Context: an optimization exercise on an open-source flow, tuned for small area, a short achievable clock period and few clock cycles per item. The choices shown serve that exercise and are no tape-out recipe.

== before ==
==> flow/design.v <==
`timescale 1ns/1ps
module average #(
    parameter NOF_BITS = 32,
    parameter WIDTH = 32
) (
    input  wire                     clk,
    input  wire                     rst_n,
    input  wire                     start,
    input  wire                     data_first,
    input  wire                     data_last,
    input  wire [NOF_BITS-1:0]      data_in,
    output wire [NOF_BITS:0]        data_out,
    output reg                      busy,
    output reg                      TO,
    output reg                      done
);
    reg        wt, dv, lst;
    reg [5:0]  c;           
    reg [31:0] din;         
    reg [16:0] cnt;         
    reg [7:0]  n3;          
    reg [33:0] q;           
    reg [15:0] r;           
    wire fast = (cnt[16:6] == 11'd0);
    wire [7:0] t  = {r[5:0], q[33:32]};
    wire [8:0] d1 = {1'b0, t} - {3'b0, cnt[5:0]};
    wire [8:0] d2 = {1'b0, t} - {2'b0, cnt[5:0], 1'b0};
    wire [8:0] d3 = {1'b0, t} - {1'b0, n3};
    wire ge1 = !d1[8];
    wire ge2 = !d2[8];
    wire ge3 = !d3[8];
    wire [5:0] fr = ge3 ? d3[5:0] : ge2 ? d2[5:0] : ge1 ? d1[5:0] : t[5:0];
    wire [1:0] fd = {ge2, ge3 | (ge1 & !ge2)};
    wire [16:0] st = {r, q[33]};
    wire [17:0] sd = {1'b0, st} - {1'b0, cnt};
    wire        sge = !sd[17];
    wire [15:0] sr = sge ? sd[15:0] : st[15:0];
    wire [32:0] acc = q[32:0] + {1'b0, din};
    wire [5:0] load = (fast && cnt[5:0] != 6'd63) ? 6'd47 : 6'd30;
    always @(posedge clk) begin
        din <= data_in;
        if (dv) begin
            q <= fast ? {q[31:0], fd} : {q[32:0], sge};
            r <= fast ? {sr[15:6], fr} : sr;
        end else if (busy) begin
            q <= {1'b0, acc};
            r <= 16'd0;
        end else begin
            q <= 34'd0;    
            r <= 16'd0;
        end
        if (!busy) begin
            cnt <= 17'd0;
            n3  <= 8'd0;
        end else if (!dv) begin
            cnt <= cnt + 17'd1;
            n3  <= n3 + 8'd3;
        end
        if (wt || dv) c <= c + 6'd1;
        else if (busy) c <= load;
        else c <= 6'd0;
    end
    always @(posedge clk or negedge rst_n) begin
        if (!rst_n) begin
            wt   <= 1'b0;
            busy <= 1'b0;
            dv   <= 1'b0;
            lst  <= 1'b0;
            TO   <= 1'b0;
            done <= 1'b0;
        end else begin
            TO   <= 1'b0;
            done <= 1'b0;
            lst  <= data_last;
            if (wt) begin
                if (c == 6'd11) begin
                    wt <= 1'b0;
                    TO <= 1'b1;
                end else if (data_first && c < 6'd10) begin
                    wt   <= 1'b0;
                    busy <= 1'b1;
                end
            end else if (busy) begin
                if (dv) begin
                    if (c == 6'd63) begin
                        busy <= 1'b0;
                        dv   <= 1'b0;
                        done <= 1'b1;
                    end
                end else if (lst) begin
                    dv <= 1'b1;
                end
            end else if (start) begin
                wt <= 1'b1;
            end
        end
    end
    assign data_out = q[32:0];
endmodule
==> flow/config.mk <==
export PLATFORM = sky130hd
export DESIGN_NAME = average
export DESIGN_NICKNAME = average
export VERILOG_FILES = /design/flow/design.v
export SDC_FILE = /design/flow/constraint.sdc
export NUM_CORES = 4
export LEC_CHECK = 0
export CAP_MARGIN = 20
export CORE_MARGIN = 2
export CORE_UTILIZATION = 60
export SETUP_SLACK_MARGIN = 5
export SLEW_MARGIN = 20
==> flow/constraint.sdc <==
create_clock -name core_clock -period 8.0 [get_ports {clk}]
set_input_delay 1.6000 -clock core_clock [delete_from_list [all_inputs] [get_ports {clk}]]
set_output_delay 1.6000 -clock core_clock [all_outputs]
set_load 0.01 [all_outputs]
run.sh (not shown) runs the stock make flow with config.mk's settings and CLKGATE_MAP_FILE= SYNTH_SCRIPT=/design/flow/synth_recipe.tcl, a recipe that flattens the netlist after the stock synthesis.
Input-level comparison between after and before:
==> flow/design.v, changed modules only <==
module average #(
    parameter NOF_BITS = 32,
    parameter WIDTH = 32
) (
    input  wire                     clk,
    input  wire                     rst_n,
    input  wire                     start,
    input  wire                     data_first,
    input  wire                     data_last,
    input  wire [NOF_BITS-1:0]      data_in,
    output wire [NOF_BITS:0]        data_out,
    output reg                      busy,
    output reg                      TO,
    output reg                      done
);
    reg        wt, dv, fst, lst;
    reg [5:0]  c;           
    reg [31:0] din;         
    reg [16:0] cnt;         
    reg [7:0]  n3;          
    reg [33:0] q;           
    reg [15:0] r;           
    wire fast = (cnt[16:6] == 11'd0);
    wire [7:0] t  = {r[5:0], q[33:32]};
    wire [8:0] d1 = {1'b0, t} - {3'b0, cnt[5:0]};
    wire [8:0] d2 = {1'b0, t} - {2'b0, cnt[5:0], 1'b0};
    wire [8:0] d3 = {1'b0, t} - {1'b0, n3};
    wire ge1 = !d1[8];
    wire ge2 = !d2[8];
    wire ge3 = !d3[8];
    wire [5:0] fr = ge3 ? d3[5:0] : ge2 ? d2[5:0] : ge1 ? d1[5:0] : t[5:0];
    wire [1:0] fd = {ge2, ge3 | (ge1 & !ge2)};
    wire [16:0] st = {r, q[33]};
    wire [17:0] sd = {1'b0, st} - {1'b0, cnt};
    wire        sge = !sd[17];
    wire [15:0] sr = sge ? sd[15:0] : st[15:0];
    wire [32:0] acc = (q[32:0] & {33{!fst}}) + {1'b0, din};
    wire [5:0] load = (fst || (fast && cnt[5:0] != 6'd63)) ? 6'd47 : 6'd30;
    always @(posedge clk) begin
        din <= data_in;
        if (dv) begin
            q <= fast ? {q[31:0], fd} : {q[32:0], sge};
            r <= fast ? {sr[15:6], fr} : sr;
        end else begin
            q <= {1'b0, acc};
            r <= 16'd0;
        end
        if (fst) begin
            cnt <= 17'd1;
            n3  <= 8'd3;
        end else if (!dv) begin
            cnt <= cnt + 17'd1;
            n3  <= n3 + 8'd3;
        end
        if (wt || dv) c <= c + 6'd1;
        else if (busy) c <= load;
        else c <= 6'd0;
    end
    always @(posedge clk or negedge rst_n) begin
        if (!rst_n) begin
            wt   <= 1'b0;
            busy <= 1'b0;
            dv   <= 1'b0;
            fst  <= 1'b0;
            lst  <= 1'b0;
            TO   <= 1'b0;
            done <= 1'b0;
        end else begin
            TO   <= 1'b0;
            done <= 1'b0;
            fst  <= 1'b0;
            lst  <= data_last;
            if (wt) begin
                if (c == 6'd11) begin
                    wt <= 1'b0;
                    TO <= 1'b1;
                end else if (data_first && c < 6'd10) begin
                    wt   <= 1'b0;
                    busy <= 1'b1;
                    fst  <= 1'b1;
                end
            end else if (busy) begin
                if (dv) begin
                    if (c == 6'd63) begin
                        busy <= 1'b0;
                        dv   <= 1'b0;
                        done <= 1'b1;
                    end
                end else if (lst) begin
                    dv <= 1'b1;
                end
            end else if (start) begin
                wt <= 1'b1;
            end
        end
    end
    assign data_out = q[32:0];
endmodule
--- outcome ---
- after vs before, vertical die dimension went up by 2.1%.
- Summary — utilization, after relative to before: higher, by 0.28 points.
- The time the worst path needs with I/O delays and setup reported for after is greater than that of before by 0.0059 ns.
- before → after: total track usage went down, global-route wire length before repair saw little to no change, number of clock buffers in the layout rose by 4, area of the core has increased.
- Relative to before, the length of the first detailed-routing pass in iterations of after is higher by 1.
- after ends up with a sequential cell count that is 1 higher than in before.
- after vs. before: post-cts repair resize count went up by 3.
No run of this note included a check of the RTL's function; only the layout flow was run.

==> port drivers added, routing unchanged <==
No port has a modelled driver above. Below, the same layouts with a new extraction and two added sets of constraints.
Step 1: set_driving_cell puts a clkbuf_16 on clk and a buf_2 on each other input, an assumption about the parent block.
Step 2 moves the port delays by t, midway between the first and last clock arrival at a register: inputs arrive t later, outputs are due t later. That takes back most of the time a late clock gives input paths.
a / b / c = ideal / step 1 / step 2; a / b = the first two.
run	t (ns)	setup WS [ns]	hold WS [ns]	worst data-port slew with drivers (ns)	cell pins on the clock port's net
before	0.461	5.032 / 4.988 / 5.060	0.512 / 0.512 / 0.512	0.03	1
after	0.457	5.026 / 4.986 / 5.080	0.460 / 0.460 / 0.460	0.03	1
After both steps every run listed still meets setup and hold.
